Background: an optimization exercise with open tools, aiming at small area. Do not read the settings as production practice.
The RTL was checked by simulation tests, not by an equivalence proof against the original design.
Power is estimated from default activity; no workload was simulated.

$ cat flow/constraint.sdc
create_clock -name core_clock -period 8.0 [get_ports {clk}]
set_input_delay 1.6000 -clock core_clock [delete_from_list [all_inputs] [get_ports {clk}]]
set_output_delay 1.6000 -clock core_clock [all_outputs]
set_load 0.01 [all_outputs]
$ cat flow/design.v
module small_fifo
  #(parameter WIDTH = 72,
    parameter DEPTH = 7)
   (
    input      [WIDTH-1:0] din,
    input                  wr_en,
    input                  out_rdy,
    output     [WIDTH-1:0] dout,
    output reg             out_wr,
    output                 in_rdy,
    input                  reset,
    input                  clk
    );
   reg [WIDTH-1:0] slot [0:DEPTH-1];
   reg [DEPTH-1:0] last;    
   reg [DEPTH-1:0] wptr;    
   reg [2:0]       depth;
   wire             rd_en    = out_rdy & (depth != 3'd0);
   wire [DEPTH-1:0] rptr     = {last[DEPTH-2:0], last[DEPTH-1]};
   wire [DEPTH-1:0] last_nxt = rd_en ? rptr :
                               reset ? {1'b1, {(DEPTH-1){1'b0}}} : last;
   assign in_rdy = ~&depth;
   always @(posedge clk) begin
      out_wr <= rd_en;
      last   <= last_nxt;
      if (reset) begin
         wptr  <= {last_nxt[DEPTH-2:0], last_nxt[DEPTH-1]};
         depth <= 3'd0;
      end
      else begin
         if (wr_en)
           wptr <= {wptr[DEPTH-2:0], wptr[DEPTH-1]};
         depth <= depth + {2'b0, wr_en} - {2'b0, rd_en};
      end
   end
   genvar i;
   generate
      for (i = 0; i < DEPTH; i = i + 1) begin : g_slot
         always @(posedge clk)
           if (wr_en & wptr[i])
             slot[i] <= din;
      end
   endgenerate
   reg [WIDTH-1:0] sel;
   integer k;
   always @(*) begin
      sel = {WIDTH{1'b0}};
      for (k = 0; k < DEPTH; k = k + 1)
        sel = sel | ({WIDTH{last[k]}} & slot[k]);
   end
   assign dout = sel;
endmodule  
module generic_regs
  #(parameter UDP_REG_SRC_WIDTH = 2,
    parameter TAG               = 0,
    parameter REG_ADDR_WIDTH    = 6,
    parameter NUM_SOFTWARE_REGS = 4,
    parameter NUM_HARDWARE_REGS = 20)
   (
    input                                  reg_req_in,
    input                                  reg_ack_in,
    input                                  reg_rd_wr_L_in,
    input      [23-1:0]   reg_addr_in,
    input      [32-1:0]  reg_data_in,
    input      [UDP_REG_SRC_WIDTH-1:0]     reg_src_in,
    output reg                             reg_req_out,
    output reg                             reg_ack_out,
    output reg                             reg_rd_wr_L_out,
    output reg [23-1:0]   reg_addr_out,
    output reg [32-1:0]  reg_data_out,
    output reg [UDP_REG_SRC_WIDTH-1:0]     reg_src_out,
    output [NUM_SOFTWARE_REGS*32-1:0] software_regs,
    input  [NUM_HARDWARE_REGS*32-1:0] hardware_regs,
    input                                  clk,
    input                                  reset);
   localparam DW = 32;
   localparam NR = NUM_SOFTWARE_REGS + NUM_HARDWARE_REGS;
   reg  [NUM_SOFTWARE_REGS*DW-1:0] sw_reg;
   wire [NR*DW-1:0] all_regs = {hardware_regs, sw_reg};
   wire [REG_ADDR_WIDTH-1:0] addr = reg_addr_in[REG_ADDR_WIDTH-1:0];
   wire hit  = reg_req_in &
               (reg_addr_in[23-1:REG_ADDR_WIDTH] == TAG);
   wire good = addr < NR;
   wire pass = ~reset & ~hit;
   wire dead = ~reset & hit & ~good;
   reg  [NR-1:0] sel;
   integer i;
   always @(*)
     for (i = 0; i < NR; i = i + 1)
       sel[i] = ~reset & hit & (addr == i);
   reg [DW-1:0] rd_data;
   always @(*) begin
      rd_data = ({DW{pass}} & reg_data_in) | ({DW{dead}} & 32'hdead_beef);
      for (i = 0; i < NR; i = i + 1)
        rd_data = rd_data | ({DW{sel[i]}} & all_regs[i*DW +: DW]);
   end
   assign software_regs = sw_reg;
   always @(posedge clk) begin
      reg_rd_wr_L_out <= reg_rd_wr_L_in;
      reg_addr_out    <= reg_addr_in;
      reg_src_out     <= reg_src_in;
      reg_req_out     <= ~reset & reg_req_in;
      reg_ack_out     <= ~reset & (hit | reg_ack_in);
      reg_data_out    <= rd_data;
   end
   genvar j;
   generate
      for (j = 0; j < NUM_SOFTWARE_REGS; j = j + 1) begin : g_sw
         always @(posedge clk)
           if (reset)
             sw_reg[j*DW +: DW] <= {DW{1'b0}};
           else if (sel[j] & ~reg_rd_wr_L_in)
             sw_reg[j*DW +: DW] <= reg_data_in;
      end
   endgenerate
endmodule  
module rcp_parser_control
   (
    input  [7:0] in_ctrl,
    input        in_wr,
    output       word_RCP_FRATE,
    output       word_RCP_RTT,
    output       word_RCP_FIRST,
    output       word_RCP_THIRD,
    input        reset,
    input        clk
   );
   localparam HDRS = 3'd0, WORD_1 = 3'd1, WORD_2 = 3'd2, WORD_3 = 3'd3,
              WORD_4 = 3'd4, WORD_5 = 3'd5, WAIT_EOP = 3'd6;
   reg [2:0] state;
   wire ctrl_zero = in_ctrl == 8'h00;
   assign word_RCP_FIRST = in_wr & (state == HDRS) & (in_ctrl == 8'hff);
   assign word_RCP_THIRD = in_wr & (state == WORD_2);
   assign word_RCP_FRATE = in_wr & (state == WORD_4);
   assign word_RCP_RTT   = in_wr & (state == WORD_5);
   always @(posedge clk) begin
      if (reset)
        state <= HDRS;
      else if (in_wr)
        case (state)
          HDRS:     if (ctrl_zero)  state <= WORD_1;
          WAIT_EOP: if (!ctrl_zero) state <= HDRS;
          default:  state <= state + 3'd1;
        endcase
   end
endmodule  
module rcp_parser
   (
    input  [63:0]     in_data,
    input  [7:0]      in_ctrl,
    input             word_RCP_RTT,
    input             word_RCP_FIRST,
    input             word_RCP_THIRD,
    output reg        is_rcp,
    output reg [3:0]  port_sel,            
    output reg [15:0] rcp_rtt,
    output reg [15:0] rcp_packet_length,
    output reg        rcp_rtt_vld,
    output            rcp_length_add,      
    input             reset,
    input             clk
   );
   localparam RCP_TYPE = 8'hFE;
   reg [3:0] third_dly;
   assign rcp_length_add = third_dly[3];
   wire [15:0] port = in_data[63:48];
   always @(posedge clk) begin
      if (word_RCP_RTT)
        rcp_rtt <= in_data[47:32];
      if (word_RCP_FIRST)
        rcp_packet_length <= in_data[15:0];
      if (reset) begin
         is_rcp      <= 1'b0;
         port_sel    <= 4'b0;
         rcp_rtt_vld <= 1'b0;
         third_dly   <= 4'b0;
      end
      else begin
         rcp_rtt_vld <= word_RCP_RTT;
         third_dly   <= {third_dly[2:0], word_RCP_THIRD};
         if (word_RCP_FIRST)
           port_sel <= {port == 16'h0040, port == 16'h0010,
                        port == 16'h0004, port == 16'h0001};
         if (in_ctrl == 8'h01)
           is_rcp <= 1'b0;
         else if (word_RCP_THIRD & (in_data[7:0] == RCP_TYPE))
           is_rcp <= 1'b1;
      end
   end
endmodule  
module rcp_acc
   (
    input         is_rcp,
    input  [3:0]  port_sel,
    input  [15:0] rcp_rtt,
    input  [15:0] rcp_packet_length,
    input         rcp_rtt_vld,
    input         rcp_length_add,
    output [4*160-1:0] stats,
    input         reset,
    input         clk
   );
   genvar p;
   generate
      for (p = 0; p < 4; p = p + 1) begin : g_port
         wire        upd_rtt = rcp_rtt_vld & is_rcp & port_sel[p];
         wire        upd_len = rcp_length_add & is_rcp & port_sel[p];
         wire [63:0] rtt_sum, len_sum;
         wire [31:0] num_rcp;
         rcp_acc_sum #(.W(64), .XW(16)) u_rtt
           (.x(rcp_rtt & {16{upd_rtt}}), .q(rtt_sum), .reset(reset), .clk(clk));
         rcp_acc_sum #(.W(64), .XW(16)) u_len
           (.x(rcp_packet_length & {16{upd_len}}), .q(len_sum), .reset(reset), .clk(clk));
         rcp_acc_sum #(.W(32), .XW(1)) u_num
           (.x(upd_rtt), .q(num_rcp), .reset(reset), .clk(clk));
         assign stats[p*160 +: 160] = {rtt_sum, num_rcp, len_sum};
      end
   endgenerate
endmodule  
module rcp_acc_sum
  #(parameter W  = 64,
    parameter XW = 16,
    parameter BLK = 16)
   (
    input      [XW-1:0] x,
    output reg [W-1:0]  q,
    input               reset,
    input               clk
   );
   wire [W:0]   c;
   wire [W-1:0] s;
   assign c[0] = 1'b0;
   genvar i;
   generate
      for (i = 0; i < W; i = i + 1) begin : g_bit
         if (i < XW) begin : g_fa
            assign s[i]   = q[i] ^ x[i] ^ c[i];
            assign c[i+1] = (q[i] & x[i]) | (c[i] & (q[i] ^ x[i]));
         end
         else begin : g_inc
            assign s[i] = q[i] ^ c[i];
            if (i + 1 < W && (i + 1 - XW) % BLK == 0) begin : g_skip
               assign c[i+1] = c[XW] & (&q[i:XW]);
            end
            else begin : g_ha
               assign c[i+1] = q[i] & c[i];
            end
         end
      end
   endgenerate
   always @(posedge clk)
     q <= reset ? {W{1'b0}} : s;
endmodule  
module rcp
    #(parameter DATA_WIDTH = 64,
      parameter CTRL_WIDTH=DATA_WIDTH/8,
      parameter UDP_REG_SRC_WIDTH = 2)
   ( 
    output   [DATA_WIDTH-1:0]        out_data,
    output   [CTRL_WIDTH-1:0]        out_ctrl,
    output                              out_wr,
    input                               out_rdy,
    input  [DATA_WIDTH-1:0]            in_data,
    input  [CTRL_WIDTH-1:0]            in_ctrl,
    input                              in_wr,
    output                             in_rdy,
    input                              reg_req_in,
    input                              reg_ack_in,
    input                              reg_rd_wr_L_in,
    input  [23-1:0]   reg_addr_in,
    input  [32-1:0]  reg_data_in,
    input  [UDP_REG_SRC_WIDTH-1:0]     reg_src_in,
    output                             reg_req_out,
    output                             reg_ack_out,
    output                             reg_rd_wr_L_out,
    output  [23-1:0]  reg_addr_out,
    output  [32-1:0] reg_data_out,
    output  [UDP_REG_SRC_WIDTH-1:0]    reg_src_out,
    input                              clk,
    input                              reset);
   wire        word_RCP_FRATE, word_RCP_RTT, word_RCP_FIRST, word_RCP_THIRD;
   wire        is_rcp;
   wire [3:0]  port_sel;
   wire [15:0] rcp_rtt, rcp_packet_length;
   wire        rcp_rtt_vld, rcp_length_add;
   wire [127:0] rates;
   wire [639:0] stats;
   reg  [31:0] rate_sel;
   integer p;
   always @(*) begin
      rate_sel = 32'b0;
      for (p = 0; p < 4; p = p + 1)
        rate_sel = rate_sel | ({32{port_sel[p]}} & rates[p*32 +: 32]);
   end
   wire stamp = is_rcp & word_RCP_FRATE & (|port_sel) &
                (in_data[47:16] > rate_sel);
   wire [DATA_WIDTH-1:0] mid_data =
        {in_data[63:48], stamp ? rate_sel : in_data[47:16], in_data[15:0]};
   small_fifo #(.WIDTH(DATA_WIDTH+CTRL_WIDTH), .DEPTH(7)) rcp_fifo_data
     (.din     ({mid_data, in_ctrl}),
      .wr_en   (in_wr),
      .out_rdy (out_rdy),
      .dout    ({out_data, out_ctrl}),
      .out_wr  (out_wr),
      .in_rdy  (in_rdy),
      .reset   (reset),
      .clk     (clk));
   rcp_parser_control rcp_parser_control
     (.in_ctrl        (in_ctrl),
      .in_wr          (in_wr),
      .word_RCP_FRATE (word_RCP_FRATE),
      .word_RCP_RTT   (word_RCP_RTT),
      .word_RCP_FIRST (word_RCP_FIRST),
      .word_RCP_THIRD (word_RCP_THIRD),
      .reset          (reset),
      .clk            (clk));
   rcp_parser rcp_parser
     (.in_data           (in_data),
      .in_ctrl           (in_ctrl),
      .word_RCP_RTT      (word_RCP_RTT),
      .word_RCP_FIRST    (word_RCP_FIRST),
      .word_RCP_THIRD    (word_RCP_THIRD),
      .is_rcp            (is_rcp),
      .port_sel          (port_sel),
      .rcp_rtt           (rcp_rtt),
      .rcp_packet_length (rcp_packet_length),
      .rcp_rtt_vld       (rcp_rtt_vld),
      .rcp_length_add    (rcp_length_add),
      .reset             (reset),
      .clk               (clk));
   rcp_acc rcp_acc
     (.is_rcp            (is_rcp),
      .port_sel          (port_sel),
      .rcp_rtt           (rcp_rtt),
      .rcp_packet_length (rcp_packet_length),
      .rcp_rtt_vld       (rcp_rtt_vld),
      .rcp_length_add    (rcp_length_add),
      .stats             (stats),
      .reset             (reset),
      .clk               (clk));
   wire [639:0] hw_regs;
   genvar g;
   generate
      for (g = 0; g < 4; g = g + 1) begin : g_hw
         wire [159:0] s = stats[g*160 +: 160];    
         assign hw_regs[g*160 +: 160] =
           {s[31:0], s[63:32], s[95:64], s[127:96], s[159:128]};
      end
   endgenerate
   generic_regs
     #(.UDP_REG_SRC_WIDTH (UDP_REG_SRC_WIDTH),
       .TAG               (1032),
       .REG_ADDR_WIDTH    (6),
       .NUM_SOFTWARE_REGS (4),
       .NUM_HARDWARE_REGS (20)) generic_regs
       (.reg_req_in      (reg_req_in),
        .reg_ack_in      (reg_ack_in),
        .reg_rd_wr_L_in  (reg_rd_wr_L_in),
        .reg_addr_in     (reg_addr_in),
        .reg_data_in     (reg_data_in),
        .reg_src_in      (reg_src_in),
        .reg_req_out     (reg_req_out),
        .reg_ack_out     (reg_ack_out),
        .reg_rd_wr_L_out (reg_rd_wr_L_out),
        .reg_addr_out    (reg_addr_out),
        .reg_data_out    (reg_data_out),
        .reg_src_out     (reg_src_out),
        .software_regs   (rates),
        .hardware_regs   (hw_regs),
        .clk             (clk),
        .reset           (reset));
endmodule  
$ cat flow/run.sh
#!/bin/bash
# synth_recipe.tcl (not shown) runs the flow's synth.tcl, then flattens the netlist and writes it again
# the make line also repeats each setting of config.mk as NAME=value (left out here)
make -C /OpenROAD-flow-scripts/flow DESIGN_CONFIG=/design/flow/config.mk WORK_HOME=/design/flow/orfs CLKGATE_MAP_FILE= SYNTH_SCRIPT=/design/flow/synth_recipe.tcl finish
$ cat flow/config.mk
export PLATFORM = sky130hd
export DESIGN_NAME = rcp
export DESIGN_NICKNAME = rcp
export VERILOG_FILES = /design/flow/design.v
export SDC_FILE = /design/flow/constraint.sdc
export NUM_CORES = 4
export LEC_CHECK = 0
export CAP_MARGIN = 20
export CORE_MARGIN = 2
export CORE_UTILIZATION = 40
export SLEW_MARGIN = 20
==> results.txt, run 1 <==
1st-pass router iterations 10; crit path max-delay cell type fa_2; clk_skew 71.0 ps; grt total ovfl 0; Seq cells post-synth 1,395; initial antenna violation count 11; Fmax 0.108 GHz; I/O Pins 270; register area 0.0334 mm2; wire per inst 30.5 um; share of layout cells above drive strength 1 0.222; unrepaired setup endpoints after global routing yes; Worst Path Required 8670 ps; sw frac 0.261; Die H 395 um; Worst-Margin Slew 1330 ps; TritonCTS Buffers 155; SO Viols negative setup slack; dpl hpwl 168,000 um; maximum fanout along the worst path 2; Slew HR 0.111; root buf cell clkbuf_16; P&R area growth vs syn 27.5%; setup TNS -129,910 ps; Synth top area share 0.279; vias in the first global route 44,100; clock share of power 0.426; Flop pwr share 0.463; aggregate global-route resource usage 0.291; clk sinks 1,395; fin crit period 9240 ps; Post-Synthesis Cells 5,098; Ys Warns 8; Post-Syn Area 0.0612 mm2; slowest stage delay, CP 420 ps; number of flops mapped to enable cells by yosys 543; Cell Pwr Density 215 mW/mm2; final worst setup slack -1240 ps; fin nets 6,211; Die Width 395 um; max FFs per register 504; DR iter-0 viols 5,373; Tcrit/Tclk final 1.16; Initial Util 0.403; NetSw 4.38 mW; Most used DFF post-synth dfxtp_1; Slew Viols, Final 0; number of setup violations in the final report 204; crit start category flop; largest net degree at the start of global routing 214; fraction of registers with async set/reset 0; Layout fillers 12,900; Seq/Total Area, Yosys 0.545; syn_area_per_cell 12.0 um2; area of the die 0.156 mm2; Hold Path Class flop to flop; WP data arrival 9910 ps; multi-input logic area 0.0322 mm2; DRC viols 0; Comb pwr share 0.111; dpl cells 7,279; maximum clock insertion buffer count 3; routability cong. 1.05; # port buffers 269; Largest regs rcp_fifo_data.slot x504, rcp_acc.g_port.u_len.q x256, rcp_acc.g_port.u_rtt.q x256; final std cells w/o fill 7,578; Synth area leader dfxtp_1; synth top area cells dfxtp_1 28%, edfxtp_1 27%, ha_1 11%; Largest Register rcp_fifo_data.slot; via/cell ratio 5.94; max-cap violation count 0; CTS tree built; Max VDD drop 0.210 mV; status finished with violations; Core ar. 0.152 mm2; Routed WL 231,000 um; Post-Syn Nets 5,881; crit end category flop; Pleak 28.0 nW; Fin. Hold Viols 0; kind of critical path flop to flop; first-pass GRT wire length 327,000 um; H-tree lvl count 4; vias after detailed routing 45,000; clock latency on the worst-skew pair 840 ps; row cnt 143; total internal power 12.4 mW; Reg clk slew, reported paths 60 ps; Yosys cell types 68; Final ANT Viol Nets 0
==> power by group through the flow <==
| stage | Sequential (mW) | Combinational (mW) | Clock (mW) |
|---|---|---|---|
| finish | 7.77 | 1.87 | 7.16 |
| global route | 7.79 | 1.99 | 7.55 |
| CTS | 7.77 | 1.87 | 7.27 |
| detailed placement | 7.92 | 1.87 | 0 |
| global placement | 7.91 | 1.85 | 0 |
| floorplan | 7.84 | 0.866 | 0 |
==> Yosys cell counts (121+ instances only) <==
cell type and n:
clkbuf_1 261, fa_1 121, nand4_1 133, ha_1 526, nor2b_1 612, a22oi_1 286, a21oi_1 126, dfxtp_1 852
edfxtp_1 543, nand3_1 206, and2_1 146, nand2_1 315
==> timing repair <==
item                       4_1_cts  5_1_grt
gates resized for setup         62       99
setup endpoints to repair      198      226
pin swaps                       13        8
cloned                           1        0
hold buffers                     0        0
buffers inserted                14       14
==> cells in the final DEF, fill, tap and decap left out, types with 18 or more instances in the layout <==
| master | count |
|---|---|
| a211oi_1 | 20 |
| a21oi_1 | 125 |
| a21oi_2 | 30 |
| a221oi_1 | 55 |
| a222oi_1 | 108 |
| a22o_1 | 87 |
| a22oi_1 | 286 |
| and2_1 | 128 |
| and2_4 | 18 |
| and3_1 | 48 |
| and4_1 | 30 |
| buf_4 | 191 |
| buf_6 | 24 |
| clkbuf_1 | 21 |
| clkbuf_16 | 156 |
| clkbuf_8 | 18 |
| clkdlybuf4s50_1 | 268 |
| clkinv_1 | 18 |
| clkinv_2 | 23 |
| dfxtp_1 | 842 |
| edfxtp_1 | 543 |
| fa_2 | 120 |
| ha_1 | 158 |
| ha_4 | 363 |
| inv_1 | 56 |
| mux2i_1 | 38 |
| nand2_1 | 314 |
| nand2_2 | 31 |
| nand3_1 | 203 |
| nand4_1 | 133 |
| nor2_1 | 77 |
| nor2b_1 | 552 |
| nor2b_4 | 58 |
| nor3_1 | 22 |
| nor4_1 | 34 |
| nor4_2 | 29 |
| xnor2_2 | 23 |
==> layer usage <==
metal	up-vias	global-route usage	part of all wire
met3	631	0.0647	0.092
met2	2386	0.442	0.44
met4	10	0.182	0.072
met1	22400	0.376	0.39
li1	19600	-	-
met5	-	0	0.00030
==> worst paths after layout <==
check,start,endpoint,slack [ps],cells after the start
max,rcp_parser.third_dly[3]$_SDFF_PP0_,rcp_acc.g_port[3].u_len.q[63]$_SDFF_PP0_,-1240,40
max reg2reg,rcp_parser.third_dly[3]$_SDFF_PP0_,rcp_acc.g_port[3].u_len.q[63]$_SDFF_PP0_,-1240,40
min reg2reg,rcp_parser.third_dly[0]$_SDFF_PP0_,rcp_parser.third_dly[1]$_SDFF_PP0_,450,1
min,rcp_parser.third_dly[0]$_SDFF_PP0_,rcp_parser.third_dly[1]$_SDFF_PP0_,450,1
==> final cells by class <==
cell class | count | share of cell area
flip-flops and latches | 1395 | 0.428
clock buffers | 195 | 0.0542
inverters | 72 | 0.00346
repair buffers | 489 | 0.0573
well taps | 2030 | 0.0326
diodes | 5 | 0.000160
multi-input cells | 3315 | 0.412
clock inverters | 77 | 0.0118
==> worst max-delay path, delay by kind of cell (launching register included) <==
family	cells	cell delay, ps
buf+inv	2	80
simple gates	6	740
fa+ha+maj	31	7790
xor+xnor	1	140
flops	1	320
==> stage by stage <==
stage               power (mW)  hold WS (ps)  utilization  worst slack [ps]  area, um2
finish                    16.8           448        0.513             -1240      78000
floorplan                 8.71           414            -             -1070      66100
CTS                       16.9           454        0.510             -1240      77400
detailed placement        9.79           428        0.472             -1240      71800
global placement          9.77           437        0.472             -1200      71800
global route              17.3           464        0.513             -1470      78000
==> kinds of logic after synthesis <==
kind of cell | Yosys count | share of synthesized area
AO/OA/AOI/OAI | 799 | 0.102
XOR/XNOR | 34 | 0.00487
adder cells (fa/ha/maj) | 647 | 0.147
buffers and inverters | 388 | 0.0255
flip-flops | 1395 | 0.545
multiplexers | 45 | 0.00751
AND/OR/NAND/NOR | 1790 | 0.168
==> inputs of run 2 (changes only) <==
--- a/flow/design.v
+++ b/flow/design.v
@@ -155,47 +155,38 @@
     output reg [3:0]  port_sel,            
     output reg [15:0] rcp_rtt,
     output reg [15:0] rcp_packet_length,
-    output reg        rcp_rtt_vld,
-    output            rcp_length_add,      
+    output reg [3:0]  upd_rtt,             
+    output reg [3:0]  upd_len,             
     input             reset,
     input             clk
    );
    localparam RCP_TYPE = 8'hFE;
-   reg [3:0] third_dly;
-   assign rcp_length_add = third_dly[3];
    wire [15:0] port = in_data[63:48];
+   wire is_rcp_nxt = ~reset & (in_ctrl != 8'h01) &
+                     (is_rcp | (word_RCP_THIRD & (in_data[7:0] == RCP_TYPE)));
+   wire [3:0] port_nxt =
+        reset          ? 4'b0 :
+        word_RCP_FIRST ? {port == 16'h0040, port == 16'h0010,
+                          port == 16'h0004, port == 16'h0001} : port_sel;
+   reg [2:0] third_dly;
    always @(posedge clk) begin
       if (word_RCP_RTT)
         rcp_rtt <= in_data[47:32];
       if (word_RCP_FIRST)
         rcp_packet_length <= in_data[15:0];
-      if (reset) begin
-         is_rcp      <= 1'b0;
-         port_sel    <= 4'b0;
-         rcp_rtt_vld <= 1'b0;
-         third_dly   <= 4'b0;
-      end
-      else begin
-         rcp_rtt_vld <= word_RCP_RTT;
-         third_dly   <= {third_dly[2:0], word_RCP_THIRD};
-         if (word_RCP_FIRST)
-           port_sel <= {port == 16'h0040, port == 16'h0010,
-                        port == 16'h0004, port == 16'h0001};
-         if (in_ctrl == 8'h01)
-           is_rcp <= 1'b0;
-         else if (word_RCP_THIRD & (in_data[7:0] == RCP_TYPE))
-           is_rcp <= 1'b1;
-      end
+      is_rcp   <= is_rcp_nxt;
+      port_sel <= port_nxt;
+      upd_rtt  <= {4{~reset & word_RCP_RTT & is_rcp_nxt}} & port_nxt;
+      upd_len  <= {4{~reset & third_dly[2] & is_rcp_nxt}} & port_nxt;
+      third_dly <= reset ? 3'b0 : {third_dly[1:0], word_RCP_THIRD};
    end
 endmodule  
 module rcp_acc
    (
-    input         is_rcp,
-    input  [3:0]  port_sel,
+    input  [3:0]  upd_rtt_all,         
+    input  [3:0]  upd_len_all,         
     input  [15:0] rcp_rtt,
     input  [15:0] rcp_packet_length,
-    input         rcp_rtt_vld,
-    input         rcp_length_add,
     output [4*160-1:0] stats,
     input         reset,
     input         clk
@@ -203,15 +194,15 @@
    genvar p;
    generate
       for (p = 0; p < 4; p = p + 1) begin : g_port
-         wire        upd_rtt = rcp_rtt_vld & is_rcp & port_sel[p];
-         wire        upd_len = rcp_length_add & is_rcp & port_sel[p];
+         wire        upd_rtt = upd_rtt_all[p];
+         wire        upd_len = upd_len_all[p];
          wire [63:0] rtt_sum, len_sum;
          wire [31:0] num_rcp;
          rcp_acc_sum #(.W(64), .XW(16)) u_rtt
            (.x(rcp_rtt & {16{upd_rtt}}), .q(rtt_sum), .reset(reset), .clk(clk));
          rcp_acc_sum #(.W(64), .XW(16)) u_len
            (.x(rcp_packet_length & {16{upd_len}}), .q(len_sum), .reset(reset), .clk(clk));
-         rcp_acc_sum #(.W(32), .XW(1)) u_num
+         rcp_acc_sum #(.W(32), .XW(1), .BLK(32)) u_num
            (.x(upd_rtt), .q(num_rcp), .reset(reset), .clk(clk));
          assign stats[p*160 +: 160] = {rtt_sum, num_rcp, len_sum};
       end
@@ -220,7 +211,7 @@
 module rcp_acc_sum
   #(parameter W  = 64,
     parameter XW = 16,
-    parameter BLK = 16)
+    parameter BLK = 8)
    (
     input      [XW-1:0] x,
     output reg [W-1:0]  q,
@@ -234,8 +225,9 @@
    generate
       for (i = 0; i < W; i = i + 1) begin : g_bit
          if (i < XW) begin : g_fa
-            assign s[i]   = q[i] ^ x[i] ^ c[i];
-            assign c[i+1] = (q[i] & x[i]) | (c[i] & (q[i] ^ x[i]));
+            if (i == 0) begin : g_add
+               assign {c[XW], s[XW-1:0]} = {1'b0, q[XW-1:0]} + {1'b0, x};
+            end
          end
          else begin : g_inc
             assign s[i] = q[i] ^ c[i];
@@ -282,7 +274,7 @@
    wire        is_rcp;
    wire [3:0]  port_sel;
    wire [15:0] rcp_rtt, rcp_packet_length;
-   wire        rcp_rtt_vld, rcp_length_add;
+   wire [3:0]  upd_rtt, upd_len;
    wire [127:0] rates;
    wire [639:0] stats;
    reg  [31:0] rate_sel;
@@ -324,17 +316,15 @@
       .port_sel          (port_sel),
       .rcp_rtt           (rcp_rtt),
       .rcp_packet_length (rcp_packet_length),
-      .rcp_rtt_vld       (rcp_rtt_vld),
-      .rcp_length_add    (rcp_length_add),
+      .upd_rtt           (upd_rtt),
+      .upd_len           (upd_len),
       .reset             (reset),
       .clk               (clk));
    rcp_acc rcp_acc
-     (.is_rcp            (is_rcp),
-      .port_sel          (port_sel),
+     (.upd_rtt_all       (upd_rtt),
+      .upd_len_all       (upd_len),
       .rcp_rtt           (rcp_rtt),
       .rcp_packet_length (rcp_packet_length),
-      .rcp_rtt_vld       (rcp_rtt_vld),
-      .rcp_length_add    (rcp_length_add),
       .stats             (stats),
       .reset             (reset),
       .clk               (clk));
==> run 2 against run 1 <==
Net effect:
- cell area down 6.7%
- now clean on timing, DRC and antenna
- first-iteration DRC count down 2.5%
- highest routed layer unchanged
- flip-flop and latch count up 6
- utilization down 4.2 points
- clock skew down 24 ps
- synthesized cell count up 7.8%
- via count up 2.6%
- wire length down 6.6%
- clock power up 4.3%
==> results.txt, run 2 <==
Core ar. 0.154 mm2; # port buffers 269; Yosys cell types 76; multi-input logic area 0.0275 mm2; Hold Path Class flop to flop; Synth area leader dfxtp_1; crit start category flop; top post-synthesis cells by count 858 x dfxtp_1, 626 x ha_1, 543 x edfxtp_1, 509 x nor2b_1, 356 x nand2_1; Largest regs rcp_fifo_data.slot x504, rcp_acc.g_port.u_len.q x256, rcp_acc.g_port.u_rtt.q x256; grt total ovfl 0; Pleak 29.2 nW; CTS tree built; unrepaired setup endpoints after global routing no; Slew HR 0.172; total power 17.1 mW; commonest cells after routing, fill and taps aside 851 x dfxtp_1, 626 x ha_1, 543 x edfxtp_1; GR Layer Usage met2 0.418; Die Width 399 um; register area 0.0335 mm2; Most used DFF post-synth dfxtp_1; slowest stage delay, CP 470 ps; maximum fanout along the worst path 17; root buf cell clkbuf_16; global-route track usage on met3 0.0474; WP data arrival 7410 ps; busiest grt layer met2; Fmax 0.148 GHz; DP Area 0.0673 mm2; Reg clk slew, reported paths 60 ps; number of hold buffers added after cts 0; fin nets 6,497; syn_area_per_cell 11.4 um2; pre-CTS setup slack 1320 ps; status complete, no violations; kind of critical path flop to flop; max FFs per register 504; Seq cells post-synth 1,401; Max VDD drop 0.196 mV; vias after detailed routing 46,200; Initial Util 0.404; design area 0.0728 mm2; largest net degree at the start of global routing 122; H-tree lvl count 4; Ys Warns 8; crit path max-delay cell type dfxtp_1; maximum clock insertion buffer count 3; TritonCTS Buffers 153; fraction of registers with async set/reset 0; met1 usage 0.351; aggregate global-route resource usage 0.266; clock latency on the worst-skew pair 810 ps; routability cong. 0.998; 1st-pass router iterations 9; Routed WL 216,000 um; Worst Path Required 8630 ps; vias in the first global route 44,100; initial antenna violation count 17; Final ANT Viol Nets 0; row cnt 144; Post-Synthesis Cells 5,494; most common cell in the netlist dfxtp_1; Die H 399 um; DRC viols 0; Fin. Hold Viols 0; fin crit period 6780 ps; # Post-CTS Setup Buffers 0; Worst-Margin Slew 1240 ps; Tcrit/Tclk final 0.847; dpl hpwl 155,000 um; max-cap violation count 0; Seq/Total Area, Yosys 0.537; DR iter-0 viols 5,237; Synth top area share 0.275; number of flops mapped to enable cells by yosys 543; Largest Register rcp_fifo_data.slot; I/O Pins 270; via/cell ratio 5.84; most common cell after layout, fill and taps aside dfxtp_1; share of layout cells above drive strength 1 0.0711; Post-Syn Nets 6,265; Post-Syn Area 0.0624 mm2; area of the die 0.159 mm2; Cell Pwr Density 235 mW/mm2; Resized cells post-CTS 0; setup TNS 0 ps; CP dominant cell by count ha_1; final worst setup slack 1220 ps; synth top area cells dfxtp_1 28%, edfxtp_1 26%, ha_1 13%; first-pass GRT wire length 308,000 um; crit end category flop; clk_skew 46.9 ps; Layout fillers 14,000; number of setup violations in the final report 0; clk sinks 1,401; P&R area growth vs syn 16.7%; Slew Viols, Final 0; wire per inst 27.4 um
-- run 2: path summary, 6_finish.rpt --
| check | from | to | slack, ps | cells past startpoint |
|---|---|---|---|---|
| max | rcp_parser.upd_rtt[3]$_DFF_P_ | rcp_acc.g_port[3].u_num.q[30]$_SDFF_PP0_ | 1220 | 32 |
| min | rcp_parser.third_dly[1]$_SDFF_PP0_ | rcp_parser.third_dly[2]$_SDFF_PP0_ | 440 | 1 |
| max reg2reg | rcp_parser.upd_rtt[3]$_DFF_P_ | rcp_acc.g_port[3].u_num.q[30]$_SDFF_PP0_ | 1220 | 32 |
| min reg2reg | rcp_parser.third_dly[1]$_SDFF_PP0_ | rcp_parser.third_dly[2]$_SDFF_PP0_ | 440 | 1 |
-- run 2: layout make-up --
cell class	instances	share of cell area
Antenna cell	7	0.000241
Clock buffer	205	0.0586
Clock inverter	77	0.0154
Inverter	99	0.00511
Multi-Input combinational cell	3706	0.378
Sequential cell	1401	0.460
Tap cell	2044	0.0351
Timing Repair Buffer	365	0.0471
-- run 2: cell families (layout without fill, tap and decap cells) --
| group | after synthesis | count (layout) | share of synthesized area |
|---|---|---|---|
| flip-flops | 1401 | 1401 | 0.537 |
| other | 0 | 7 | 0 |
| multiplexers | 52 | 52 | 0.00840 |
| buffers and inverters | 387 | 746 | 0.0252 |
| AND/OR/NAND/NOR | 1802 | 1802 | 0.153 |
| XOR/XNOR | 139 | 139 | 0.0195 |
| AO/OA/AOI/OAI | 1078 | 1078 | 0.129 |
| adder cells (fa/ha/maj) | 635 | 635 | 0.128 |
-- run 2: where the power goes --
| part | total, mW | internal (mW) | leakage, nW | switching, mW |
|---|---|---|---|---|
| Sequential | 7.81 | 7.66 | 12.0 | 0.155 |
| Clock | 7.47 | 4.36 | 2.61 | 3.11 |
| Combinational | 1.81 | 0.753 | 14.6 | 1.05 |
-- run 2: routing by layer --
metal | vias to the layer above | share of wire | wire [um]
met5 | - | 0.00032 | 69
met4 | 10 | 0.055 | 11900
met3 | 459 | 0.084 | 18200
met2 | 2143 | 0.45 | 97400
met1 | 22700 | 0.41 | 88800
li1 | 20900 | - | -
-- run 2: critical path, delay by kind of cell, from the launching register on --
| kind | cells | cell delay [ps] |
|---|---|---|
| DFF | 1 | 470 |
| and+or+nand+nor | 1 | 120 |
| adders and majority gates | 31 | 6040 |
-- run 2: stage by stage --
stage	util	hold slack, ps	cells
floorplan	-	414	5494
global placement	0.436	422	7611
detailed placement	0.436	451	7612
CTS	0.471	445	7894
global route	0.471	457	7897
finish	0.471	440	7904
==> inputs of run 3 (changes only) <==
--- a/flow/config.mk
+++ b/flow/config.mk
@@ -8,4 +8,7 @@
 export CAP_MARGIN = 20
 export CORE_MARGIN = 2
 export CORE_UTILIZATION = 40
+export CTS_BUF_LIST = sky130_fd_sc_hd__clkbuf_16
+export CTS_CLUSTER_DIAMETER = 120
+export CTS_CLUSTER_SIZE = 24
 export SLEW_MARGIN = 20
==> run 3 against run 2 <==
Net effect:
- total power shrank 19%
- die area did not move
- clock skew is 8.3 ps higher
- critical endpoint unchanged
- critical path depth unchanged
- clock power fell by 44%
- combinational power about the same
- wire length shrank 0.94%
- synthesized cell count did not move
- flip-flop and latch count did not move
- first-iteration DRC count decreased by 4.5%
- non-clock buffer count stayed put
==> results.txt, run 3 <==
status complete, no violations; aggregate global-route resource usage 0.262; WP buf/inv 0; maximum fanout along the worst path 17; Most used DFF post-synth dfxtp_1; wire per inst 27.7 um; root buf cell clkbuf_16; Pleak 27.7 nW; routability cong. 0.998; 1st-pass router iterations 8; Yosys cell types 76; Worst Path Required 8570 ps; DR iter-0 viols 5,003; Layout fillers 14,300; # port buffers 269; Synth area leader dfxtp_1; Critical Path Start rcp_parser.upd_rtt[3]$_DFF_P_; Cell Pwr Density 199 mW/mm2; vias in the first global route 43,200; unrepaired setup endpoints after global routing no; maximum clock insertion buffer count 3; share of layout cells above drive strength 1 0.0461; Ys Warns 8; total power 13.8 mW; CP dominant cell by count ha_1; I/O Pins 270; Slew Viols, Final 0; crit end category flop; clock share of power 0.304; syn_area_per_cell 11.4 um2; CTS tree built; Comb pwr share 0.131; dpl hpwl 155,000 um; area of the die 0.159 mm2; Die H 399 um; H-tree lvl count 3; Reg clk slew, reported paths 100 ps; kind of critical path flop to flop; number of flops mapped to enable cells by yosys 543; commonest cells after routing, fill and taps aside 851 x dfxtp_1, 626 x ha_1, 543 x edfxtp_1; fin nets 6,415; Seq cells post-synth 1,401; # Post-CTS Setup Buffers 0; total internal power 10.2 mW; DRC viols 0; Routed WL 214,000 um; Largest regs rcp_fifo_data.slot x504, rcp_acc.g_port.u_len.q x256, rcp_acc.g_port.u_rtt.q x256; Initial Util 0.404; clk sinks 1,401; Post-Syn Nets 6,265; grt total ovfl 0; clk_skew 55.2 ps; number of hold buffers added after cts 0; most common cell in the netlist dfxtp_1; GR Layer Usage met2 0.411; max-cap violation count 0; Tcrit/Tclk final 0.846; WP data arrival 7340 ps; Fmax 0.148 GHz; initial antenna violation count 20; setup TNS 0 ps; Slew HR 0.144; Seq/Total Area, Yosys 0.537; via/cell ratio 5.88; global-route track usage on met3 0.0402; busiest grt layer met2; fraction of registers with async set/reset 0; vias after detailed routing 45,400; Worst-Margin Slew 1280 ps; met1 usage 0.351; crit path max-delay cell type dfxtp_1; Synth top area share 0.275; crit start category flop; fin crit period 6770 ps; Flop pwr share 0.565; Final ANT Viol Nets 0; Core ar. 0.154 mm2; sw frac 0.264; top post-synthesis cells by count 858 x dfxtp_1, 626 x ha_1, 543 x edfxtp_1, 509 x nor2b_1, 356 x nand2_1; first-pass GRT wire length 305,000 um; most common cell after layout, fill and taps aside dfxtp_1; Post-Synthesis Cells 5,494; top cell family by delay on the critical path adder cells; max FFs per register 504; NetSw 3.64 mW; largest net degree at the start of global routing 122; synth top area cells dfxtp_1 28%, edfxtp_1 26%, ha_1 13%; P&R area growth vs syn 11.5%; TritonCTS Buffers 71; number of setup violations in the final report 0; r2r startpoint rcp_parser.upd_rtt[3]$_DFF_P_; slowest stage delay, CP 480 ps; Max VDD drop 0.180 mV; Post-Syn Area 0.0624 mm2; clock latency on the worst-skew pair 710 ps; Fin. Hold Viols 0; HP Start rcp_parser.third_dly[1]$_SDFF_PP0_; row cnt 144; Largest Register rcp_fifo_data.slot; Hold Path Class flop to flop; Resized cells post-CTS 0; Die Width 399 um
-- run 3: cell counts after synthesis --
No cell type changed its count.
-- run 3: final timing paths --
kind	slack (ps)	to	cells after the start
worst max-delay path	1230	rcp_acc.g_port[3].u_num.q[30]$_SDFF_PP0_	32
worst min-delay path	450	rcp_parser.third_dly[2]$_SDFF_PP0_	1
worst max register to register	1230	rcp_acc.g_port[3].u_num.q[30]$_SDFF_PP0_	32
worst min register to register	450	rcp_parser.third_dly[2]$_SDFF_PP0_	1
-- run 3: cell type report --
| class | instances | area (um2) | share of cell area |
|---|---|---|---|
| flip-flops and latches | 1401 | 33500 | 0.482 |
| multi-input cells | 3706 | 27500 | 0.396 |
| repair buffers | 365 | 3420 | 0.0492 |
| well taps | 2044 | 2560 | 0.0368 |
| clock buffers | 77 | 1930 | 0.0277 |
| inverters | 99 | 372 | 0.00534 |
| clock inverters | 32 | 219 | 0.00315 |
| diodes | 9 | 22.5 | 0.000324 |
-- run 3: per-stage QoR --
stage / instances / instance area (um2) / hold slack [ps] / util / setup slack (ps)
CTS: 7721 / 69500 / 458 / 0.450 / 1280
detailed placement: 7612 / 67300 / 451 / 0.436 / 1320
floorplan: 5494 / 62400 / 414 / - / 2030
finish: 7733 / 69500 / 450 / 0.450 / 1230
global route: 7724 / 69500 / 456 / 0.450 / 843
global placement: 7611 / 67300 / 422 / 0.436 / 1330
-- run 3: worst reg2reg max path, delay by kind of cell, from the launching register on --
kind          cells  cell delay (ps)
fa+ha+maj        31             6060
flops             1              480
simple gates      1              120
-- run 3: logic make-up (layout without fill, tap and decap cells) --
group	Yosys count	after routing	synth area share
mux	52	52	0.00840
flops	1401	1401	0.537
simple gates	1802	1802	0.153
compound gates	1078	1078	0.129
fa+ha+maj	635	635	0.128
xor+xnor	139	139	0.0195
other cells	0	9	0
buf+inv	387	573	0.0252
-- run 3: power groups by stage --
| stage | clock network, mW | logic, mW | registers [mW] |
|---|---|---|---|
| floorplan | 0 | 0.847 | 7.87 |
| global placement | 0 | 1.81 | 7.96 |
| detailed placement | 0 | 1.82 | 7.97 |
| CTS | 4.29 | 1.82 | 7.80 |
| global route | 4.52 | 1.92 | 7.82 |
| finish | 4.21 | 1.81 | 7.80 |
-- run 3: metal layers --
| metal | wire length [um] | vias to the layer above |
|---|---|---|
| met2 | 95500 | 2080 |
| met4 | 12400 | 14 |
| li1 | - | 20700 |
| met5 | 93 | - |
| met1 | 88400 | 22300 |
| met3 | 17800 | 418 |
==> inputs of run 4 (changes only) <==
--- a/flow/config.mk
+++ b/flow/config.mk
@@ -9,6 +9,6 @@
 export CORE_MARGIN = 2
 export CORE_UTILIZATION = 40
 export CTS_BUF_LIST = sky130_fd_sc_hd__clkbuf_16
-export CTS_CLUSTER_DIAMETER = 120
-export CTS_CLUSTER_SIZE = 24
+export CTS_CLUSTER_DIAMETER = 80
+export CTS_CLUSTER_SIZE = 30
 export SLEW_MARGIN = 20
==> run 4 against run 3 <==
Net effect:
- still clean
- die area did not move
- setup slack got worse by 18 ps
- sequential share of layout area fell by 0.64 points
- flip-flop and latch count did not move
- utilization rose by 0.60 points
- clock skew rose by 11 ps
- first-iteration DRC count rose by 0.92%
- critical endpoint unchanged
==> results.txt, run 4 <==
status complete, no violations; routability cong. 0.998; Initial Util 0.404; Most used DFF post-synth dfxtp_1; sw frac 0.280; Flop pwr share 0.531; most common cell after layout, fill and taps aside dfxtp_1; clk sinks 1,401; vias in the first global route 43,400; clock share of power 0.346; DRC viols 0; CTS tree built; number of flops mapped to enable cells by yosys 543; Routed WL 214,000 um; global-route track usage on met3 0.0405; clock latency on the worst-skew pair 760 ps; kind of critical path flop to flop; Yosys cell types 76; # Post-CTS Setup Buffers 0; root buf cell clkbuf_16; initial antenna violation count 16; Post-Syn Nets 6,265; register area 0.0335 mm2; Comb pwr share 0.123; Seq cells post-synth 1,401; Seq/Total Area, Yosys 0.537; max-cap violation count 0; Die Width 399 um; unrepaired setup endpoints after global routing no; H-tree lvl count 3; top post-synthesis cells by count 858 x dfxtp_1, 626 x ha_1, 543 x edfxtp_1, 509 x nor2b_1, 356 x nand2_1; NetSw 4.11 mW; crit end category flop; Hold Path Class flop to flop; Post-Synthesis Cells 5,494; Slew Viols, Final 0; Core ar. 0.154 mm2; Post-Syn Area 0.0624 mm2; clk_skew 65.8 ps; grt total ovfl 0; crit path max-delay cell type dfxtp_1; # port buffers 269; top cell family by delay on the critical path adder cells; syn_area_per_cell 11.4 um2; Pleak 28.1 nW; share of layout cells above drive strength 1 0.0569; setup TNS 0 ps; Resized cells post-CTS 0; maximum fanout along the worst path 17; number of hold buffers added after cts 0; CP dominant cell by count ha_1; Largest Register rcp_fifo_data.slot; Fin. Hold Viols 0; Cell Pwr Density 208 mW/mm2; dpl cells 7,612; first-pass GRT wire length 306,000 um; maximum clock insertion buffer count 3; final std cells w/o fill 7,779; DR iter-0 viols 5,049; Reg clk slew, reported paths 100 ps; Max VDD drop 0.140 mV; TritonCTS Buffers 82; row cnt 144; area of the die 0.159 mm2; Slew HR 0.105; Layout fillers 14,200; Ys Warns 8; Die H 399 um; P&R area growth vs syn 13.0%; Fmax 0.147 GHz; GR Layer Usage met2 0.410; Final ANT Viol Nets 0; WP data arrival 7370 ps; commonest cells after routing, fill and taps aside 851 x dfxtp_1, 626 x ha_1, 543 x edfxtp_1; Synth area leader dfxtp_1; synth top area cells dfxtp_1 28%, edfxtp_1 26%, ha_1 13%; WP buf/inv 0; number of setup violations in the final report 0; Largest regs rcp_fifo_data.slot x504, rcp_acc.g_port.u_len.q x256, rcp_acc.g_port.u_rtt.q x256; busiest grt layer met2; via/cell ratio 5.87; Tcrit/Tclk final 0.849; vias after detailed routing 45,700; most common cell in the netlist dfxtp_1; Worst Path Required 8580 ps; total internal power 10.6 mW; slowest stage delay, CP 480 ps; Worst-Margin Slew 1340 ps; largest net degree at the start of global routing 122; Fin Hold WS 466 ps; wire per inst 27.6 um; fraction of registers with async set/reset 0; dpl hpwl 155,000 um; crit start category flop; aggregate global-route resource usage 0.263; max FFs per register 504; multi-input logic area 0.0275 mm2; fin nets 6,429; met1 usage 0.350; I/O Pins 270; fin crit period 6790 ps; 1st-pass router iterations 9; Synth top area share 0.275
## run 4: cell counts after synthesis
No cell type changed its count.
## run 4: cells by family after synthesis
logic type,synth area share
mux,0.00840
xor+xnor,0.0195
buf+inv,0.0252
simple gates,0.153
compound gates,0.129
flops,0.537
fa+ha+maj,0.128
## run 4: layout make-up
class,count,area share
antenna,8,0.000284
clock buffer,82,0.0291
clock inverter,71,0.0141
inverter,99,0.00527
multi-input combinational,3706,0.390
sequential,1401,0.476
tap,2044,0.0363
timing repair buffer,368,0.0490
## run 4: power by group through the flow
stage | logic [mW] | clock network, mW | registers [mW]
floorplan | 0.847 | 0 | 7.87
global placement | 1.81 | 0 | 7.96
detailed placement | 1.82 | 0 | 7.97
CTS | 1.82 | 5.19 | 7.80
global route | 1.92 | 5.44 | 7.82
finish | 1.80 | 5.09 | 7.80
## run 4: path summary, 6_finish.rpt
check / start / to / slack (ps) / cells past startpoint
setup / recovery: rcp_parser.upd_rtt[3]$_DFF_P_ / rcp_acc.g_port[3].u_num.q[30]$_SDFF_PP0_ / 1210 / 32
hold / removal: rcp_parser.third_dly[1]$_SDFF_PP0_ / rcp_parser.third_dly[2]$_SDFF_PP0_ / 470 / 1
setup reg to reg: rcp_parser.upd_rtt[3]$_DFF_P_ / rcp_acc.g_port[3].u_num.q[30]$_SDFF_PP0_ / 1210 / 32
hold reg to reg: rcp_parser.third_dly[1]$_SDFF_PP0_ / rcp_parser.third_dly[2]$_SDFF_PP0_ / 470 / 1
## run 4: stage by stage
| step | cell area, um2 | power [mW] | setup WS (ps) | utilization |
|---|---|---|---|---|
| CTS | 70400 | 14.8 | 1270 | 0.456 |
| floorplan | 62400 | 8.71 | 2030 | - |
| global placement | 67300 | 9.77 | 1330 | 0.436 |
| finish | 70500 | 14.7 | 1210 | 0.456 |
| detailed placement | 67300 | 9.79 | 1320 | 0.436 |
| global route | 70400 | 15.2 | 843 | 0.456 |
## run 4: worst reg2reg max path, delay by kind of cell (launching register included)
kind          cells  cell delay (ps)
fa+ha+maj        31             6070
flops             1              480
simple gates      1              120
## run 4: layer usage
| layer | wire [um] | share of wire |
|---|---|---|
| met4 | 12900 | 0.060 |
| met3 | 17500 | 0.081 |
| met2 | 95400 | 0.45 |
| met1 | 88500 | 0.41 |
| met5 | 55 | 0.00026 |
==> inputs of run 5 (changes only) <==
--- a/flow/config.mk
+++ b/flow/config.mk
@@ -8,7 +8,6 @@
 export CAP_MARGIN = 20
 export CORE_MARGIN = 2
 export CORE_UTILIZATION = 40
-export CTS_BUF_LIST = sky130_fd_sc_hd__clkbuf_16
-export CTS_CLUSTER_DIAMETER = 80
-export CTS_CLUSTER_SIZE = 30
+export CTS_BUF_LIST = sky130_fd_sc_hd__clkbuf_8
+export CTS_CLUSTER_SIZE = 20
 export SLEW_MARGIN = 20
==> run 5 against run 4 <==
Net effect:
- worst hold slack worse by 27 ps
- first-iteration DRC count is 1.9% higher
- sequential share of layout area is 1.1 points lower
- via count is 2.7% higher
- setup slack better by 11 ps
- cell count is 3.5% higher
- clock-buffer cell count is 200 higher
- global-route usage is 0.43 points higher
- utilization is 1.1 points higher
- sequential power hardly changed
- synthesized cell count stayed put
- critical path type unchanged
- critical endpoint is now rcp_acc.g_port[2].u_num.q[30]$_SDFF_PP0_
==> results.txt, run 5 <==
CTS tree built; NetSw 4.33 mW; initial antenna violation count 17; via/cell ratio 5.82; number of flops mapped to enable cells by yosys 543; status complete, no violations; Routed WL 218,000 um; Final ANT Viol Nets 0; largest net degree at the start of global routing 122; area of the die 0.159 mm2; Synth area leader dfxtp_1; Reg clk slew, reported paths 60 ps; Pleak 29.4 nW; Post-Syn Area 0.0624 mm2; H-tree lvl count 4; vias after detailed routing 46,900; DR iter-0 viols 5,144; row cnt 144; Fin. Hold Viols 0; Core ar. 0.154 mm2; most common cell in the netlist dfxtp_1; routability cong. 0.998; dpl hpwl 155,000 um; share of layout cells above drive strength 1 0.0835; fin crit period 6780 ps; Resized cells post-CTS 0; grt total ovfl 0; 1st-pass router iterations 8; DRC viols 0; number of setup violations in the final report 0; Seq/Total Area, Yosys 0.537; Slew Viols, Final 0; # port buffers 269; Tcrit/Tclk final 0.847; Critical Path Start rcp_parser.upd_rtt[2]$_DFF_P_; root buf cell clkbuf_8; aggregate global-route resource usage 0.267; HP Start rcp_parser.third_dly[1]$_SDFF_PP0_; Yosys cell types 76; setup TNS 0 ps; syn_area_per_cell 11.4 um2; Initial Util 0.404; unrepaired setup endpoints after global routing no; Fmax 0.148 GHz; Hold Path Class flop to flop; most common cell after layout, fill and taps aside dfxtp_1; CP dominant cell by count ha_1; Post-Synthesis Cells 5,494; WP data arrival 7620 ps; first-pass GRT wire length 310,000 um; kind of critical path flop to flop; Flop pwr share 0.483; clk_skew 66.3 ps; TritonCTS Buffers 230; number of hold buffers added after cts 0; maximum fanout along the worst path 17; Largest Register rcp_fifo_data.slot; crit path max-delay cell type dfxtp_1; Cell Pwr Density 224 mW/mm2; I/O Pins 270; Largest regs rcp_fifo_data.slot x504, rcp_acc.g_port.u_len.q x256, rcp_acc.g_port.u_rtt.q x256; Worst Path Required 8840 ps; Die H 399 um; crit start category flop; clk sinks 1,401; commonest cells after routing, fill and taps aside 851 x dfxtp_1, 626 x ha_1, 543 x edfxtp_1; pre-CTS setup slack 1320 ps; fin nets 6,573; max-cap violation count 0; # Post-CTS Setup Buffers 0; Post-Syn Nets 6,265; maximum clock insertion buffer count 3; Slew HR 0.129; synth top area cells dfxtp_1 28%, edfxtp_1 26%, ha_1 13%; clock share of power 0.405; fraction of registers with async set/reset 0; final worst setup slack 1220 ps; Most used DFF post-synth dfxtp_1; P&R area growth vs syn 15.8%; wire per inst 27.1 um; total internal power 11.8 mW; max FFs per register 504; crit end category flop; Comb pwr share 0.112; clock latency on the worst-skew pair 1000 ps; r2r startpoint rcp_parser.upd_rtt[2]$_DFF_P_; top post-synthesis cells by count 858 x dfxtp_1, 626 x ha_1, 543 x edfxtp_1, 509 x nor2b_1, 356 x nand2_1; slowest stage delay, CP 300 ps; Die Width 399 um; Max VDD drop 0.150 mV; Synth top area share 0.275; sw frac 0.268; Worst-Margin Slew 1310 ps; Ys Warns 8; vias in the first global route 44,700; Seq cells post-synth 1,401
-- run 5: power groups by stage --
stage	registers (mW)	logic, mW	clock network, mW
3_5_place_dp	7.97	1.82	0
5_1_grt	7.83	1.92	6.95
6_report	7.81	1.81	6.54
3_3_place_gp	7.96	1.81	0
4_1_cts	7.81	1.82	6.64
2_1_floorplan	7.87	0.847	0
-- run 5: per-layer routing --
layer	wire length, um	track usage
met5	34	0
met2	96800	0.415
met1	90200	0.353
met4	13100	0.144
met3	17900	0.0480
-- run 5: per-stage QoR --
step                cell area [um2]   util  hold WS [ps]  cells  power (mW)
global placement              67300  0.436           422   7611        9.77
global route                  72200  0.468           447   8042        16.7
detailed placement            67300  0.436           451   7612        9.79
finish                        72200  0.468           439   8049        16.2
floorplan                     62400      -           414   5494        8.71
CTS                           72200  0.467           447   8039        16.3
-- run 5: cell families after synthesis --
family	after synthesis	share of synthesized area
simple gates	1802	0.153
flops	1401	0.537
compound gates	1078	0.129
fa+ha+maj	635	0.128
buf+inv	387	0.0252
xor+xnor	139	0.0195
mux	52	0.00840
-- run 5: final timing paths --
check                                                           endpoint  slack (ps)  cells past startpoint
worst max-delay path            rcp_acc.g_port[2].u_num.q[30]$_SDFF_PP0_        1220                     33
worst min-delay path                  rcp_parser.third_dly[2]$_SDFF_PP0_         440                      1
worst max register to register  rcp_acc.g_port[2].u_num.q[30]$_SDFF_PP0_        1220                     33
worst min register to register        rcp_parser.third_dly[2]$_SDFF_PP0_         440                      1
-- run 5: area by class of cell --
| type | instances | area, um2 |
|---|---|---|
| fill | 14200 | 82200 |
| sequential | 1401 | 33500 |
| multi-input combinational | 3706 | 27500 |
| clock buffer | 282 | 3880 |
| timing repair buffer | 364 | 3420 |
| tap | 2044 | 2560 |
| clock inverter | 145 | 942 |
| inverter | 99 | 372 |
| antenna | 8 | 20.0 |
-- run 5: worst max-delay path: cells and delay by family (launching register included) --
kind | cells | cell delay (ps)
buffers and inverters | 1 | 190
flip-flops | 1 | 300
AND/OR/NAND/NOR | 1 | 130
adder cells (fa/ha/maj) | 31 | 6010
==> inputs of run 6 (changes only) <==
==> flow/flow/run.sh (new file) <==
#!/bin/bash
# The standard layout (bash standard.sh, unchanged synthesis and steps),
# with one change: buffer_ports uses the smallest buffer cell, buf_1, for the
# buffer on every input and output port. The make output goes to
# standard_make.log here; ORFS writes each step's log under orfs/logs/.
set -uo pipefail
bash standard.sh "BUFFER_PORTS_ARGS=-buffer_cell sky130_fd_sc_hd__buf_1" finish \
  > standard_make.log 2>&1
status=$?
tail -n 20 standard_make.log
exit $status
==> flow/standard.sh (new file) <==
#!/bin/bash
# synth_recipe.tcl (not shown) runs the flow's synth.tcl, then flattens the netlist and writes it again
# the make line also repeats each setting of config.mk as NAME=value (left out here)
make -C /OpenROAD-flow-scripts/flow DESIGN_CONFIG=/design/flow/config.mk WORK_HOME=/design/flow/orfs CLKGATE_MAP_FILE= SYNTH_SCRIPT=/design/flow/synth_recipe.tcl "${@:-finish}"
removed: flow/run.sh
==> run 6 against run 5 <==
Net effect:
- still clean on timing, DRC and antenna
- worst hold slack better by 13 ps
- total power shrank 2.8%
- first-iteration DRC count is 1.6% higher
- critical path depth is the same
- die area unchanged
- combinational power down 18%
- fmax is 0.96% lower
- wire length shrank 1.1%
- cell count increased by 0.27%
- via count about the same
- clock power decreased by 1%
- clock skew about the same
- critical endpoint is now rcp_acc.g_port[1].u_num.q[31]$_SDFF_PP0_
==> results.txt, run 6 <==
Die H 399 um; multi-input logic area 0.0275 mm2; Fin. Hold Viols 0; Seq cells post-synth 1,401; area of the die 0.159 mm2; crit start category flop; Flop pwr share 0.496; complex-gate fraction of the synthesized area 0.129; Cell Pwr Density 223 mW/mm2; fin nets 6,581; Yosys cell types 76; final std cells w/o fill 8,071; crit end category flop; fin crit period 6840 ps; Slew Viols, Final 0; grt total ovfl 0; row cnt 144; clock latency on the worst-skew pair 1000 ps; top post-synthesis cells by count 858 x dfxtp_1, 626 x ha_1, 543 x edfxtp_1, 509 x nor2b_1, 356 x nand2_1; Largest regs rcp_fifo_data.slot x504, rcp_acc.g_port.u_len.q x256, rcp_acc.g_port.u_rtt.q x256; fraction of registers with async set/reset 0; Pleak 28.6 nW; initial antenna violation count 33; clk_skew 66.1 ps; CP dominant cell by count ha_1; H-tree lvl count 4; multiplexer area fraction after synthesis 0.00840; setup TNS 0 ps; Ys Warns 8; aggregate global-route resource usage 0.265; Routed WL 216,000 um; Post-Synthesis Cells 5,494; synth top area cells dfxtp_1 28%, edfxtp_1 26%, ha_1 13%; DRC viols 0; Comb pwr share 0.094; sw frac 0.274; # Post-CTS Setup Buffers 0; Post-Syn Nets 6,265; largest net degree at the start of global routing 213; Seq/Total Area, Yosys 0.537; Max VDD drop 0.147 mV; routability cong. 0.969; clk sinks 1,401; share of layout cells above drive strength 1 0.0849; Post-Syn Area 0.0624 mm2; Fmax 0.146 GHz; Initial Util 0.404; dpl cells 7,616; total internal power 11.4 mW; clock share of power 0.410; commonest cells after routing, fill and taps aside 850 x dfxtp_1, 626 x ha_1, 543 x edfxtp_1; number of setup violations in the final report 0; CTS tree built; first-pass GRT wire length 309,000 um; via/cell ratio 5.81; most common cell in the netlist dfxtp_1; wire per inst 26.7 um; I/O Pins 270; DR iter-0 viols 5,228; vias after detailed routing 46,900; Final ANT Viol Nets 0; max FFs per register 504; Most used DFF post-synth dfxtp_1; Core ar. 0.154 mm2; Synth top area share 0.275; Layout fillers 14,300; Tcrit/Tclk final 0.855; number of hold buffers added after cts 0; 1st-pass router iterations 9; number of flops mapped to enable cells by yosys 543; TritonCTS Buffers 231; status complete, no violations; vias in the first global route 45,000; P&R area growth vs syn 13.1%; Slew HR 0.195; slowest stage delay, CP 450 ps; # port buffers 269; Adder-Cell Fraction of Synth Area 0.128; crit path max-delay cell type dfxtp_1; kind of critical path flop to flop; NetSw 4.31 mW; Worst-Margin Slew 1180 ps; maximum clock insertion buffer count 3; combinational family with the most area after synthesis simple AND/OR/NAND/NOR gates; WP data arrival 7630 ps; register area 0.0335 mm2; Synth Area in Simple Gates 0.153; Hold Path Class flop to flop; Largest Register rcp_fifo_data.slot; unrepaired setup endpoints after global routing no; Synth area leader dfxtp_1; syn_area_per_cell 11.4 um2; Worst Path Required 8780 ps; Die Width 399 um; dpl hpwl 154,000 um; XOR/XNOR Fraction of Synth Area 0.0195; Resized cells post-CTS 0; max-cap violation count 0; maximum fanout along the worst path 17; Reg clk slew, reported paths 70 ps; most common cell after layout, fill and taps aside dfxtp_1; root buf cell clkbuf_8
## run 6: changes by cell type in the layout (fill, tap and decap cells not counted), sizes merged
cell	change
clkinvlp	+4
inv	-9
buf	+268
clkbuf	-12
bufinv	+2
diode	+12
clkdlybuf4s50	-267
clkinv	+24
## run 6: through the flow
stage	hold slack [ps]	utilization	cell area (um2)	setup slack (ps)	power, mW
2_1_floorplan	414	-	62400	2030	8.71
3_3_place_gp	447	0.425	65700	1340	9.41
3_5_place_dp	436	0.425	65700	1290	9.43
4_1_cts	455	0.456	70400	1250	15.8
5_1_grt	459	0.457	70500	802	16.3
6_report	452	0.457	70500	1160	15.7
## run 6: worst max-delay path: cells and delay by family (launching register included)
family | cells | cell delay [ps]
and+or+nand+nor | 1 | 60
DFF | 1 | 450
adders and majority gates | 31 | 5980
xor gates and xnor gates | 1 | 130
## run 6: area by class of cell
type	count	share of cell area
Clock buffer	264	0.0515
Sequential cell	1401	0.475
Inverter	99	0.00527
Multi-Input combinational cell	3706	0.390
Clock inverter	166	0.0156
Timing Repair Buffer	371	0.0256
Antenna cell	20	0.000710
Tap cell	2044	0.0363
## run 6: path summary, 6_finish.rpt
kind / startpoint / end / slack [ps] / depth (start not counted)
setup / recovery: rcp_parser.upd_rtt[1]$_DFF_P_ / rcp_acc.g_port[1].u_num.q[31]$_SDFF_PP0_ / 1160 / 33
hold / removal: rcp_parser.third_dly[0]$_SDFF_PP0_ / rcp_parser.third_dly[1]$_SDFF_PP0_ / 450 / 1
setup reg to reg: rcp_parser.upd_rtt[1]$_DFF_P_ / rcp_acc.g_port[1].u_num.q[31]$_SDFF_PP0_ / 1160 / 33
hold reg to reg: rcp_parser.third_dly[0]$_SDFF_PP0_ / rcp_parser.third_dly[1]$_SDFF_PP0_ / 450 / 1
## run 6: layer usage
metal | track usage | share of wire
met1 | 0.346 | 0.41
met2 | 0.406 | 0.44
met3 | 0.0592 | 0.091
met4 | 0.144 | 0.057
met5 | 0 | 0.00053
## run 6: power by group through the flow
stage	clock [mW]	sequential, mW	combinational (mW)
4_1_cts	6.55	7.79	1.49
5_1_grt	6.87	7.80	1.60
2_1_floorplan	0	7.87	0.847
3_3_place_gp	0	7.93	1.48
6_report	6.45	7.79	1.48
3_5_place_dp	0	7.94	1.49
## run 6: kinds of logic after synthesis
family | count (synthesis)
buffers and inverters | 387
multiplexers | 52
XOR/XNOR | 139
AO/OA/AOI/OAI | 1078
AND/OR/NAND/NOR | 1802
flip-flops | 1401
adder cells (fa/ha/maj) | 635
==> inputs of run 7 (changes only) <==
--- a/flow/design.v
+++ b/flow/design.v
@@ -211,7 +211,8 @@
 module rcp_acc_sum
   #(parameter W  = 64,
     parameter XW = 16,
-    parameter BLK = 8)
+    parameter BLK = 8,
+    parameter FAN = 8)
    (
     input      [XW-1:0] x,
     output reg [W-1:0]  q,
@@ -224,9 +225,13 @@
    genvar i;
    generate
       for (i = 0; i < W; i = i + 1) begin : g_bit
-         if (i < XW) begin : g_fa
-            if (i == 0) begin : g_add
-               assign {c[XW], s[XW-1:0]} = {1'b0, q[XW-1:0]} + {1'b0, x};
+         if (i < XW) begin : g_lo
+            if (XW <= FAN || i < FAN) begin : g_fa
+               assign s[i]   = q[i] ^ x[i] ^ c[i];
+               assign c[i+1] = (q[i] & x[i]) | (c[i] & (q[i] ^ x[i]));
+            end
+            else if (i == FAN) begin : g_add
+               assign {c[XW], s[XW-1:FAN]} = {1'b0, q[XW-1:FAN]} + {1'b0, x[XW-1:FAN]} + c[FAN];
             end
          end
          else begin : g_inc
--- a/flow/config.mk
+++ b/flow/config.mk
@@ -8,6 +8,7 @@
 export CAP_MARGIN = 20
 export CORE_MARGIN = 2
 export CORE_UTILIZATION = 40
-export CTS_BUF_LIST = sky130_fd_sc_hd__clkbuf_8
-export CTS_CLUSTER_SIZE = 20
+export CTS_BUF_LIST = sky130_fd_sc_hd__clkbuf_8 sky130_fd_sc_hd__clkbuf_16
+export CTS_CLUSTER_DIAMETER = 120
+export CTS_CLUSTER_SIZE = 24
 export SLEW_MARGIN = 20
==> run 7 against run 6 <==
Net effect:
- highest routed layer unchanged
- worst hold slack improved by 12 ps
- critical path type unchanged
- synthesized cell count decreased by 6.5%
- register-to-register slack got worse by 330 ps
- largest power group unchanged
- flip-flop and latch count is the same
- non-clock buffer count fell by 5
- critical path depth shrank 3
- still clean on timing, DRC and antenna
- total power is 15% lower
==> results.txt, run 7 <==
Hold Path Class flop to flop; Ys Warns 8; via/cell ratio 5.78; Worst-Margin Slew 1320 ps; maximum clock insertion buffer count 3; # Post-CTS Setup Buffers 0; Largest regs rcp_fifo_data.slot x504, rcp_acc.g_port.u_len.q x256, rcp_acc.g_port.u_rtt.q x256; fraction of registers with async set/reset 0; setup TNS 0 ps; Fmax 0.139 GHz; status complete, no violations; Core ar. 0.152 mm2; Synth top area share 0.281; Tcrit/Tclk final 0.896; Reg-to-Reg End rcp_acc.g_port[2].u_len.q[62]$_SDFF_PP0_; design area 0.0663 mm2; aggregate global-route resource usage 0.253; root buf cell clkbuf_16; fin crit period 7170 ps; Post-Syn Area 0.0611 mm2; Post-Synthesis Cells 5,137; most common cell in the netlist dfxtp_1; Slew Viols, Final 0; Resized cells post-CTS 0; largest net degree at the start of global routing 236; Largest Register rcp_fifo_data.slot; clock latency on the worst-skew pair 730 ps; first-pass GRT wire length 290,000 um; DP Area 0.0643 mm2; TritonCTS Buffers 69; complex-gate fraction of the synthesized area 0.116; maximum fanout along the worst path 4; crit end category flop; DR iter-0 viols 4,882; Max VDD drop 0.204 mV; Yosys cell types 70; Most used DFF post-synth dfxtp_1; Pleak 26.7 nW; slowest stage delay, CP 550 ps; Slew HR 0.122; crit start category flop; share of layout cells above drive strength 1 0.0483; final std cells w/o fill 7,367; initial antenna violation count 22; number of hold buffers added after cts 0; row cnt 143; Seq cells post-synth 1,401; XOR/XNOR Fraction of Synth Area 0.0145; routability cong. 0.980; dpl hpwl 142,000 um; syn_area_per_cell 11.9 um2; Initial Util 0.403; top post-synthesis cells by count 858 x dfxtp_1, 562 x ha_1, 543 x edfxtp_1, 536 x nor2b_1, 338 x nand2_1; vias after detailed routing 42,600; Reg clk slew, reported paths 100 ps; clk sinks 1,401; P&R area growth vs syn 8.51%; Worst Path Required 8590 ps; number of flops mapped to enable cells by yosys 543; # port buffers 269; dpl cells 7,246; Reg2Reg Depth 30; Fin. Hold Viols 0; r2r startpoint rcp_parser.rcp_packet_length[0]$_DFFE_PP_; area of the die 0.156 mm2; grt total ovfl 0; wire per inst 27.4 um; Synth area leader dfxtp_1; fin nets 6,060; clk_skew 31.6 ps; Die H 395 um
[run 7: cell count changes after synthesis, sizes merged, moves of 24 or more]
cell / delta
a21oi: -26
a22o: +41
a22oi: -26
clkbuf: -24
fa: +64
ha: -64
inv: +32
nor2: -108
nor2b: +27
nor3: -40
o21ai: -26
[run 7: worst min-delay path by stage]
stage	start	to	slack, ps	depth (start not counted)
after floorplan	rcp_parser.third_dly[0]$_SDFF_PP0_	rcp_parser.third_dly[1]$_SDFF_PP0_	410	1
after global placement	rcp_parser.third_dly[0]$_SDFF_PP0_	rcp_parser.third_dly[1]$_SDFF_PP0_	430	1
after detailed placement	rcp_parser.third_dly[1]$_SDFF_PP0_	rcp_parser.third_dly[2]$_SDFF_PP0_	430	1
after CTS	rcp_parser.third_dly[1]$_SDFF_PP0_	rcp_parser.third_dly[2]$_SDFF_PP0_	460	1
after global routing	rcp_parser.third_dly[1]$_SDFF_PP0_	rcp_parser.third_dly[2]$_SDFF_PP0_	470	1
final	rcp_parser.third_dly[1]$_SDFF_PP0_	rcp_parser.third_dly[2]$_SDFF_PP0_	460	1
[run 7: critical path, delay by kind of cell (launching register included)]
kind,cells,cell delay (ps)
AO/OA/AOI/OAI,4,880
adder cells (fa/ha/maj),17,4590
buffers and inverters,4,260
flip-flops,1,550
AND/OR/NAND/NOR,5,760
[run 7: metrics by stage]
step	total power [mW]	setup slack (ps)	hold slack, ps
6_report	13.3	828	463
5_1_grt	13.7	376	474
4_1_cts	13.4	828	462
3_5_place_dp	9.47	846	426
3_3_place_gp	9.46	936	434
2_1_floorplan	8.74	1420	414
[run 7: layer usage]
| metal | vias to the layer above | track usage | wire (um) |
|---|---|---|---|
| met5 | - | 0 | 122 |
| met3 | 437 | 0.0528 | 17100 |
| met2 | 1895 | 0.385 | 88300 |
| met4 | 20 | 0.126 | 11800 |
| li1 | 19200 | - | - |
| met1 | 21100 | 0.342 | 84500 |
[run 7: cell families (layout without fill, tap and decap cells)]
logic type	after synthesis	after routing
compound gates	937	937
xor+xnor	101	101
fa+ha+maj	635	635
buf+inv	416	603
flops	1401	1401
mux	53	53
other cells	0	13
simple gates	1594	1594
[run 7: cell type report]
cell class / count / area, um2
timing repair buffer: 366 / 1770
inverter: 131 / 492
tap: 2030 / 2540
sequential: 1401 / 33500
antenna: 13 / 32.5
fill: 14400 / 85400
multi-input combinational: 3320 / 26000
clock buffer: 71 / 1770
clock inverter: 35 / 204
[run 7: power by group]
| group | internal [mW] | leakage, nW | total [mW] | switching [mW] |
|---|---|---|---|---|
| Combinational | 0.427 | 13.6 | 1.49 | 1.06 |
| Sequential | 7.65 | 12.0 | 7.80 | 0.150 |
| Clock | 1.63 | 1.06 | 4.00 | 2.38 |

Re-timed with assumed drivers on the ports (clkbuf_16 on the clock, buf_2 on other inputs), run 7 has 0.828 ns of setup slack against 0.828 ns with ideal ports, and 0.828 ns once port delays also move by the mid clock arrival of 0.785 ns.
